This design comes from an exercise in tuning for small area and a short achievable clock period on the open sky130 flow, not from production work.
RTL that was checked went through simulation tests only; none was proved equivalent to the original.
No activity file was given, so power comes from the tool's default toggle rates.

Setup of lagoon:
Design multiplier, start of the top module:
module multiplier (a, b, prod, qnan, infinity, zero, normal, clk);
Size in the first run: ~560 cells after synthesis, ~53 I/O pins, ~5500 um^2 of cells after synthesis.
make LEC_CHECK=0 CAP_MARGIN=20 CORE_MARGIN=2 CORE_UTILIZATION=40 SLEW_MARGIN=20 SYNTH_HIERARCHICAL=1 finish   # period 12.0 ns
run.sh (not shown) runs the stock make flow with config.mk's settings and CLKGATE_MAP_FILE= SYNTH_SCRIPT=/design/flow/synth_recipe.tcl, a recipe that flattens the netlist after the stock synthesis.
Changes in pepper relative to lagoon:
--- a/flow/design.v
+++ b/flow/design.v
@@ -8,21 +8,21 @@
 reg sgn1;
 always @(posedge clk) begin
   sa <= {~&a[14:10] & |a[14:10], a[9:0]};
   sb <= {~&b[14:10] & |b[14:10], b[9:0]};
   ea <= a[14:10];
   eb <= b[14:10];
   sgn1 <= a[15] ^ b[15];
 end
 wire a_m0 = ~|sa[9:0], b_m0 = ~|sb[9:0];
 wire a_e1 = &ea, b_e1 = &eb;
-wire a_n = ~a_e1 & |ea, b_n = ~b_e1 & |eb;
+wire a_n = sa[10], b_n = sb[10];
 wire a_inf = a_e1 & a_m0, b_inf = b_e1 & b_m0;
 wire a_zero = ~a_n & ~a_e1 & a_m0, b_zero = ~b_n & ~b_e1 & b_m0;
 wire c_qnan = (a_inf & b_zero) | (b_inf & a_zero);
 wire c_zero = ~a_inf & ~b_inf & (a_zero | b_zero);
 wire c_fin = ~a_e1 & ~b_e1 & ~a_zero & ~b_zero;
 wire [5:0] esum = ea + eb;
 wire [4:0] pe_nn = ea + eb + 5'd17;
 wire [4:0] c_pe0 = (a_n & b_n) ? pe_nn : a_n ? ea : b_n ? eb : 5'd15;
 wire c_f0 = c_fin & (~(a_n & b_n) | (esum <= 6'd45));
 wire c_f1 = c_fin & ((a_n & b_n) ? (esum <= 6'd44) : a_n ? (ea != 5'd30) : b_n ? (eb != 5'd30) : 1'b1);
@@ -408,46 +408,46 @@
 assign ncy[14] = G3_13;
 assign ncy[15] = G3_14;
 assign ncy[16] = G3_15;
 assign ncy[17] = G4_16;
 assign ncy[18] = G4_17;
 assign ncy[19] = G4_18;
 assign ncy[20] = G4_19;
 assign ncy[21] = G4_20;
 assign ncy[22] = G4_21;
 wire [21:0] raw = ~(pg_p ^ ncy[21:0]);
-wire [4:0] c_pe1 = c_pe0 + 5'd1;
 reg [11:0] r2;
-reg sgn2, q2, z2, f02, f12;
-reg [4:0] e02, e12;
-reg hin2;
+reg sgn2;
+reg [4:0] pe2;
+reg q2, z2, f12, f012, idef2;
 always @(posedge clk) begin
   r2 <= raw[21:10];
-  hin2 <= ~raw[21];
   sgn2 <= sgn1;
+  pe2 <= c_pe0;
   q2 <= c_qnan;
   z2 <= c_zero;
-  f02 <= c_f0;
   f12 <= c_f1;
-  e02 <= c_f0 ? c_pe0 : {5{~c_zero}};
-  e12 <= c_f1 ? c_pe1 : {5{~c_zero}};
+  f012 <= c_f0 & ~c_f1;
+  idef2 <= ~c_qnan & ~c_zero & ~c_f0;
 end
 wire hi = r2[11];
-wire lo = hin2;
-wire fin = (hi & f12) | (lo & f02);
+wire fin = f12 | (f012 & ~hi);
+wire [9:0] sig = hi ? r2[10:1] : r2[9:0];
+wire [4:0] pe = pe2 + hi;
 assign qnan = q2;
 assign zero = z2;
 assign normal = fin;
-assign infinity = ~(q2 | z2 | fin);
+assign infinity = idef2 | (f012 & hi);
 assign prod[15] = sgn2;
-assign prod[14:10] = ({5{hi}} & e12) | ({5{lo}} & e02);
-assign prod[9:0] = ({10{hi & f12}} & r2[10:1]) | ({10{lo & f02}} & r2[9:0]) | {q2, 3'b000, q2, 1'b0, q2, 1'b0, q2, 1'b0};
+assign prod[14:10] = fin ? pe : {5{~z2}};
+assign prod[9] = fin ? sig[9] : q2;
+assign prod[8:0] = fin ? sig[8:0] : {3'b000, q2, 1'b0, q2, 1'b0, q2, 1'b0};
 endmodule
 module nhs (a, b, y);
 input a, b;
 output y;
 assign y = ~(a ^ b);
 endmodule
 module nhc (a, b, y);
 input a, b;
 output y;
 assign y = a | b;
==> notes.md <==
- Delta (pepper minus lagoon): total chip power decreased by about 6% relative to the old numbers, post-placement worst setup slack went down, delay of the slowest cell on the worst path higher.
- Min sequential share of layout area across lagoon and pepper: pepper
- Taking pepper over lagoon, the mean instance size in the synthesized netlist ratio works out to 0.946.
- The share of total power in sequential cells of lagoon and that of pepper are within noise of each other.
- Looking only at time the final worst path needs with I/O delays and setup, and setting everything else aside, the lower value of lagoon and pepper goes to lagoon.
- In the metrics for lagoon and pepper, the one carrying the higher part of the Yosys area used for sequential elements is lagoon.
- pepper ends up with lower register-to-register slack than lagoon does.
- Diff lagoon -> pepper | worst setup slack | decrease of 140 ps
- Comparing lagoon and pepper, the higher die area is on lagoon.
- Summary — area fraction in and, or, nand and nor cells after synthesis, pepper relative to lagoon: higher, by 1.5 points.
Function was not checked in any run of this note: the RTL went through the layout flow alone.

========
## run 4
multiplier, a different RTL version from the one above (not shown whole).
For scale: ~71 flip-flops, roughly 53 I/O pins.
export LEC_CHECK = 0
export CAP_MARGIN = 20
export CORE_MARGIN = 2
export CORE_UTILIZATION = 62
export CTS_BUF_LIST = sky130_fd_sc_hd__clkbuf_8
export PLACE_DENSITY = 0.75
export SLEW_MARGIN = 20
export SYNTH_HIERARCHICAL = 1
create_clock -name core_clock -period 12.0 [get_ports {clk}]
standard.sh (not shown) runs the stock make flow with config.mk's settings and CLKGATE_MAP_FILE= SYNTH_SCRIPT=/design/flow/synth_recipe.tcl, a recipe that flattens the netlist after the stock synthesis.
==> flow/flow/run.sh <==
#!/bin/bash
set -euo pipefail
cp standard.sh standard_copy.sh
sed "s|^make -C|make SETUP_SLACK_MARGIN=8.0 'CTS_ARGS=-sink_clustering_enable -repair_clock_nets -buf_list sky130_fd_sc_hd__clkbuf_8 -dont_use_dummy_load' 'BUFFER_PORTS_ARGS=-buffer_cell sky130_fd_sc_hd__buf_1' -C|" standard.sh > tight.sh
grep -q "BUFFER_PORTS_ARGS=-buffer_cell" tight.sh
bash tight.sh > make_flow.log 2>&1
Run 4 finished every step from synthesis to the final layout, and the layout passed the timing, DRC and antenna checks.
### run 4 -> run 2
-- flow/design.v --
<<< run 4, line 13
reg [10:0] sa;
reg [5:0] bo, bt;
reg [4:0] bn, bnn;
reg [4:0] ea, eb;
reg sgn1;
>>> run 2, line 13
reg [10:0] sa;
reg [5:0] bo, bt;
reg [4:0] bn;
reg [4:0] ea, eb;
reg sgn1;
<<< run 4, line 21
  bt <= c_bt;
  bn <= {b[9], b[7], b[5], b[3], b[1]};
  bnn <= ~{b[9], b[7], b[5], b[3], b[1]};
  ea <= a[14:10];
  eb <= b[14:10];
>>> run 2, line 21
  bt <= c_bt;
  bn <= {b[9], b[7], b[5], b[3], b[1]};
  ea <= a[14:10];
  eb <= b[14:10];
<<< run 4, line 113
wire pp_5_10 = ~((bo[5] & sa[10]) | (bt[5] & sa[9]));
wire pp_5_11 = ~((bt[5] & sa[10]));
wire s1, c2, s3, c4, s5, c6, s7, c8, s9, c10, s11, c12, s13, c14, s15, c16, s17, c18, s19, c20, s21, c22, s23, c24, s25, c26, s27, c28, s29, c30, s31, c32, s33, c34, s35, c36, s37, c38, s39, s40, c41, s42, c43, s44, c45, s46, c47, s48, c49, s50, c51, s52, c53, s54, c55, s56, c57, s58, c59, s60, c61, s62, c63, s64, c65, s66, c67, s68, c69, s70, s71, c72, s73, c74, s75, c76, s77, c78, s79, c80, s81, c82, s83, c84, s85, c86, s87, c88, s89, c90, s91, c92, s93, c94, s95, c96, s97, c98, s99, c100, s101, c102, s103, c104, s105, c106, s107, c108, s109;
nhs us1 (.a(pp_0_6), .b(pp_1_4), .y(s1));
>>> run 2, line 112
wire pp_5_10 = ~((bo[5] & sa[10]) | (bt[5] & sa[9]));
wire pp_5_11 = ~((bt[5] & sa[10]));
wire [4:0] bnn = ~bn;
wire s1, c2, s3, c4, s5, c6, s7, c8, s9, c10, s11, c12, s13, c14, s15, c16, s17, c18, s19, c20, s21, c22, s23, c24, s25, c26, s27, c28, s29, c30, s31, c32, s33, c34, s35, c36, s37, c38, s39, s40, c41, s42, c43, s44, c45, s46, c47, s48, c49, s50, c51, s52, c53, s54, c55, s56, c57, s58, c59, s60, c61, s62, c63, s64, c65, s66, c67, s68, c69, s70, s71, c72, s73, c74, s75, c76, s77, c78, s79, c80, s81, c82, s83, c84, s85, c86, s87, c88, s89, c90, s91, c92, s93, c94, s95, c96, s97, c98, s99, c100, s101, c102, s103, c104, s105, c106, s107, c108, s109;
nhs us1 (.a(pp_0_6), .b(pp_1_4), .y(s1));
<<< run 4, line 345
assign ncy[22] = G4_21;
wire [21:0] raw = ~(cp ^ ncy[21:0]);
wire c_f01 = c_f0 & ~c_f1;
reg [10:0] r2;
reg s02, s12, nf2, sgn2, q2, z2;
reg [4:0] pe02, pe12;
always @(posedge clk) begin
  r2 <= raw[20:10];
  s12 <= raw[21] & c_f1;
  s02 <= ~raw[21] & c_f0;
  nf2 <= ~c_zero & (~c_f0 | (raw[21] & c_f01));
  sgn2 <= sgn1;
  q2 <= c_qnan;
  z2 <= c_zero;
  pe02 <= c_pe0;
  pe12 <= c_pe1;
end
assign qnan = q2;
assign zero = z2;
assign normal = s12 | s02;
assign infinity = nf2 & ~q2;
assign prod[15] = sgn2;
assign prod[14:10] = ({5{s12}} & pe12) | ({5{s02}} & pe02) | {5{nf2}};
assign prod[9:0] = ({10{s12}} & r2[10:1]) | ({10{s02}} & r2[9:0]) | {q2, 3'b000, q2, 1'b0, q2, 1'b0, q2, 1'b0};
endmodule
module nhs (a, b, y);
>>> run 2, line 345
assign ncy[22] = G4_21;
wire [21:0] raw = ~(cp ^ ncy[21:0]);
reg [11:0] r2;
reg hin2, sgn2, q2, z2, f02, f12;
reg [4:0] pe2;
always @(posedge clk) begin
  r2 <= raw[21:10];
  hin2 <= ~raw[21];
  sgn2 <= sgn1;
  q2 <= c_qnan;
  z2 <= c_zero;
  f02 <= c_f0;
  f12 <= c_f1;
  pe2 <= c_pe0;
end
wire [4:0] pe2i = pe2 + 5'd1;
wire [4:0] e0 = f02 ? pe2 : {5{~z2}};
wire [4:0] e1 = f12 ? pe2i : {5{~z2}};
wire hi = r2[11];
wire lo = hin2;
wire fin = (hi & f12) | (lo & f02);
assign qnan = q2;
assign zero = z2;
assign normal = fin;
assign infinity = ~(q2 | z2 | fin);
assign prod[15] = sgn2;
assign prod[14:10] = ({5{hi}} & e1) | ({5{lo}} & e0);
assign prod[9:0] = ({10{hi & f12}} & r2[10:1]) | ({10{lo & f02}} & r2[9:0]) | {q2, 3'b000, q2, 1'b0, q2, 1'b0, q2, 1'b0};
endmodule
module nhs (a, b, y);
[summary]
- Changes observed in run 2 relative to run 4: synthesis-to-layout area growth has increased; total power density per cell area has decreased; power has decreased.
- Run 2 — total track usage 0.33 points lower, run 4 as reference
- Total length of routed met3 wires of run 2 falls short of that of run 4 by more than 10%.
- Delta(number of well taps, run 2 - run 4) < 0
- Run 2: routed length per placed instance lower than run 4
- For the post-CTS setup repair buffer count, run 2 came in 8 higher than run 4 did.
- When run 2 is set beside run 4, its total of fill cells in the finished design turns out to be 43 smaller.
- The launching instance or port of the critical path comes out sa[7]$_DFF_P_ in one run and pe2[0]$_DFF_P_ in the other, namely in run 4 and run 2 respectively.
- Summary of run 2 over run 4: register cell area after layout -190 sq um; detailed-route wire length decreased 7.6%; non-clock buffer total of the final layout saw an increase.
- | highest attainable clock frequency | higher: run 4 |
No run of this note included a check of the RTL's function; only the layout flow was run.

========
run a:
multiplier, a different RTL version from the one above (not shown whole).
Size: ~560 cells after synthesis, about 62 flip-flops, roughly 0.0053 mm^2 of cells after synthesis.
Settings: LEC_CHECK=0, CAP_MARGIN=20, CORE_MARGIN=2, CORE_UTILIZATION=55, CTS_BUF_LIST=sky130_fd_sc_hd__clkbuf_8, PLACE_DENSITY=0.7, SLEW_MARGIN=20, SYNTH_HIERARCHICAL=1; clock period 12.0 ns.
==> flow/flow/run.sh <==
#!/bin/bash
set -euo pipefail
cp standard.sh standard_copy.sh
sed 's|^make -C|make SETUP_SLACK_MARGIN=7.8 -C|' standard.sh > tight.sh
grep -q "SETUP_SLACK_MARGIN=7.8" tight.sh
bash tight.sh > make_flow.log 2>&1
#### Input delta (run b over run a)
diff --git a/flow/design.v b/flow/design.v
--- a/flow/design.v
+++ b/flow/design.v
@@ -335,50 +335,45 @@
 assign ncy[12] = G3_11;
 assign ncy[13] = G3_12;
 assign ncy[14] = G3_13;
 assign ncy[15] = G3_14;
 assign ncy[16] = G3_15;
 assign ncy[17] = G4_16;
 assign ncy[18] = G4_17;
 assign ncy[19] = G4_18;
 assign ncy[20] = G4_19;
 assign ncy[21] = G4_20;
 assign ncy[22] = G4_21;
 wire [21:0] raw = ~(cp ^ ncy[21:0]);
-reg [11:0] r2;
-reg hin2, sgn2, q2, z2, f02, f12;
+reg [10:0] r2;
+reg s02, s12, sgn2, q2, z2;
 reg [4:0] pe2;
 always @(posedge clk) begin
-  r2 <= raw[21:10];
-  hin2 <= ~raw[21];
+  r2 <= raw[20:10];
+  s12 <= raw[21] & c_f1;
+  s02 <= ~raw[21] & c_f0;
   sgn2 <= sgn1;
   q2 <= c_qnan;
   z2 <= c_zero;
-  f02 <= c_f0;
-  f12 <= c_f1;
   pe2 <= c_pe0;
 end
 wire [4:0] pe2i = pe2 + 5'd1;
-wire [4:0] e0 = f02 ? pe2 : {5{~z2}};
-wire [4:0] e1 = f12 ? pe2i : {5{~z2}};
-wire hi = r2[11];
-wire lo = hin2;
-wire fin = (hi & f12) | (lo & f02);
+wire fin = s12 | s02;
 assign qnan = q2;
 assign zero = z2;
 assign normal = fin;
 assign infinity = ~(q2 | z2 | fin);
 assign prod[15] = sgn2;
-assign prod[14:10] = ({5{hi}} & e1) | ({5{lo}} & e0);
-assign prod[9:0] = ({10{hi & f12}} & r2[10:1]) | ({10{lo & f02}} & r2[9:0]) | {q2, 3'b000, q2, 1'b0, q2, 1'b0, q2, 1'b0};
+assign prod[14:10] = ({5{s12}} & pe2i) | ({5{s02}} & pe2) | {5{~fin & ~z2}};
+assign prod[9:0] = ({10{s12}} & r2[10:1]) | ({10{s02}} & r2[9:0]) | {q2, 3'b000, q2, 1'b0, q2, 1'b0, q2, 1'b0};
 endmodule
 module nhs (a, b, y);
 input a, b;
 output y;
 assign y = ~(a ^ b);
 endmodule
 module nhc (a, b, y);
 input a, b;
 output y;
 assign y = a | b;
 endmodule
 module g_xor2 (a, b, y);
Findings:
| die footprint | run b vs run a | 3.7% higher |
Sort run b and run a by fraction of layout instances using a drive strength above 1 asc -> top: run b
Run b has number of nets produced by synthesis above what run a had.
Cell-internal power in run b vs run a: up 4.2%
Multiplexer area fraction after synthesis delta for run b relative to run a: 0.33 points higher
In run b, the hold slack came out 5.0 ps below the value in run a.
From run a to run b the numbers moved as follows: number of register bits inferred by synthesis shows a reduction of 2, clock insertion delay at the later pin of the skew report shows no meaningful change.
When run b is set beside run a, its routed wire length turns out to be about 7.5% larger.
Run a → run b: power density normalized to cell area went up; routed wire length per instance went up.
Relative to run a, vias per cell increased by about 3.7% in run b.
Core util | run b vs run a | run b lower
Only the layout flow was run in run b; the RTL was not checked for function there.

========
## run A
multiplier, a different RTL version from the one above (not shown whole).
Size: about 570 cells after synthesis, roughly 66 flip-flops, about 0.0055 mm² of cells after synthesis.
==> flow/config.mk <==
export PLATFORM = sky130hd
export DESIGN_NAME = multiplier
export DESIGN_NICKNAME = multiplier
export VERILOG_FILES = /design/flow/design.v
export SDC_FILE = /design/flow/constraint.sdc
export NUM_CORES = 4
export LEC_CHECK = 0
export CAP_MARGIN = 20
export CORE_MARGIN = 2
export CORE_UTILIZATION = 62
export CTS_BUF_LIST = sky130_fd_sc_hd__clkbuf_8
export PLACE_DENSITY = 0.75
export SLEW_MARGIN = 20
export SYNTH_HIERARCHICAL = 1
==> flow/constraint.sdc <==
create_clock -name core_clock -period 12.0 [get_ports {clk}]
set_input_delay 2.4000 -clock core_clock [delete_from_list [all_inputs] [get_ports {clk}]]
set_output_delay 2.4000 -clock core_clock [all_outputs]
set_load 0.01 [all_outputs]
==> flow/flow/run.sh <==
#!/bin/bash
set -euo pipefail
cp standard.sh standard_copy.sh
sed "s|^make -C|make SETUP_SLACK_MARGIN=7.8 'CTS_ARGS=-sink_clustering_enable -repair_clock_nets -buf_list sky130_fd_sc_hd__clkbuf_8 -dont_use_dummy_load' -C|" standard.sh > tight.sh
grep -q "SETUP_SLACK_MARGIN=7.8 'CTS_ARGS=" tight.sh
bash tight.sh > make_flow.log 2>&1
Input changes introduced in run B (baseline for comparison: run A):
diff --git a/flow/design.v b/flow/design.v
--- a/flow/design.v
+++ b/flow/design.v
@@ -9,20 +9,21 @@
 generate for (gi = 0; gi < 6; gi = gi + 1) begin : rec
   assign c_bo[gi] = bx[2*gi+1] ^ bx[2*gi];
   assign c_bt[gi] = (bx[2*gi+2] & ~bx[2*gi+1] & ~bx[2*gi]) | (~bx[2*gi+2] & bx[2*gi+1] & bx[2*gi]);
 end endgenerate
 reg [10:0] sa;
 reg [5:0] bo, bt;
-reg [4:0] bn;
+reg [4:0] bn, bnn;
 reg [4:0] ea, eb;
 reg sgn1;
 always @(posedge clk) begin
   sa <= {~&a[14:10] & |a[14:10], a[9:0]};
   bo <= c_bo;
   bt <= c_bt;
   bn <= {b[9], b[7], b[5], b[3], b[1]};
+  bnn <= ~{b[9], b[7], b[5], b[3], b[1]};
   ea <= a[14:10];
   eb <= b[14:10];
   sgn1 <= a[15] ^ b[15];
 end
 wire b_m0 = ~|{bo[4:0], bt[4:0]};
 wire a_m0 = ~|sa[9:0];
@@ -108,13 +109,12 @@
 wire pp_5_6 = ~((bo[5] & sa[6]) | (bt[5] & sa[5]));
 wire pp_5_7 = ~((bo[5] & sa[7]) | (bt[5] & sa[6]));
 wire pp_5_8 = ~((bo[5] & sa[8]) | (bt[5] & sa[7]));
 wire pp_5_9 = ~((bo[5] & sa[9]) | (bt[5] & sa[8]));
 wire pp_5_10 = ~((bo[5] & sa[10]) | (bt[5] & sa[9]));
 wire pp_5_11 = ~((bt[5] & sa[10]));
-wire [4:0] bnn = ~bn;
 wire s1, c2, s3, c4, s5, c6, s7, c8, s9, c10, s11, c12, s13, c14, s15, c16, s17, c18, s19, c20, s21, c22, s23, c24, s25, c26, s27, c28, s29, c30, s31, c32, s33, c34, s35, c36, s37, c38, s39, s40, c41, s42, c43, s44, c45, s46, c47, s48, c49, s50, c51, s52, c53, s54, c55, s56, c57, s58, c59, s60, c61, s62, c63, s64, c65, s66, c67, s68, c69, s70, s71, c72, s73, c74, s75, c76, s77, c78, s79, c80, s81, c82, s83, c84, s85, c86, s87, c88, s89, c90, s91, c92, s93, c94, s95, c96, s97, c98, s99, c100, s101, c102, s103, c104, s105, c106, s107, c108, s109;
 nhs us1 (.a(pp_0_6), .b(pp_1_4), .y(s1));
 nhc uc2 (.a(pp_0_6), .b(pp_1_4), .y(c2));
 nhs us3 (.a(pp_0_7), .b(pp_1_5), .y(s3));
 nhc uc4 (.a(pp_0_7), .b(pp_1_5), .y(c4));
 fa us5 (.y(pp_0_8), .x(pp_1_6), .cin(pp_2_4), .sum(s5), .cout(c6));
Notes after the runs:
- Run B has height of the die above what run A had.
- Higher worst hold margin goes to run B over run A.
- From run A to run B the numbers moved as follows: final weighted congestion in routability-driven placement increased by 0.083 relative to the old numbers, clock skew dropped 0.016 ns, count of placed standard cells in the final layout, fillers left out now larger.
- Reported for run B and run A, number of clock buffers in the layout turned out identical to the last digit.
- Run B ends up with a post-CTS setup buffer count that is 10 lower than in run A.
No run of this note included a check of the RTL's function; only the layout flow was run.

what the ideal ports hide:
How much do the figures lean on ideal ports? The routed layouts below were timed once more, with nothing changed but the port constraints. Step 1 (the two cells are an assumption about what drives the block):
set clk [get_ports {clk}]
set_driving_cell -lib_cell sky130_fd_sc_hd__clkbuf_16 $clk
set_driving_cell -lib_cell sky130_fd_sc_hd__buf_2 [delete_from_list [all_inputs] $clk]
Step 2 adds t to the input delays and takes it off the output delays; t is the mean of the earliest and latest rising clock arrival at the registers after step 1. Input paths then give back, and output paths get back, about the clock's delay inside the block. Slacks: no drivers / after step 1 / after step 2; pairs: no drivers / after step 1.
run	t (ns)	setup WS [ns]	worst register clock-pin slew, ns	worst slew at a driven data input, ns	cell pins on the clock port's net
lagoon	0.373	6.895 / 6.895 / 6.895	0.06 / 0.06	0.03	1
pepper	0.334	6.751 / 6.712 / 6.844	0.07 / 0.07	0.03	1
run 4	0.366	8.060 / 8.060 / 8.060	0.08 / 0.08	0.04	1
run 2	0.362	8.046 / 8.013 / 8.068	0.06 / 0.06	0.03	1
run a of note 3	0.368	7.878 / 7.846 / 8.020	0.07 / 0.07	0.03	1
run b of note 3	0.379	7.834 / 7.800 / 7.967	0.08 / 0.08	0.04	1
run A of note 4	0.357	7.913 / 7.913 / 7.913	0.08 / 0.08	0.04	1
run B of note 4	0.380	7.950 / 7.950 / 7.950	0.08 / 0.08	0.05	1
After both steps every run listed still meets setup and hold.
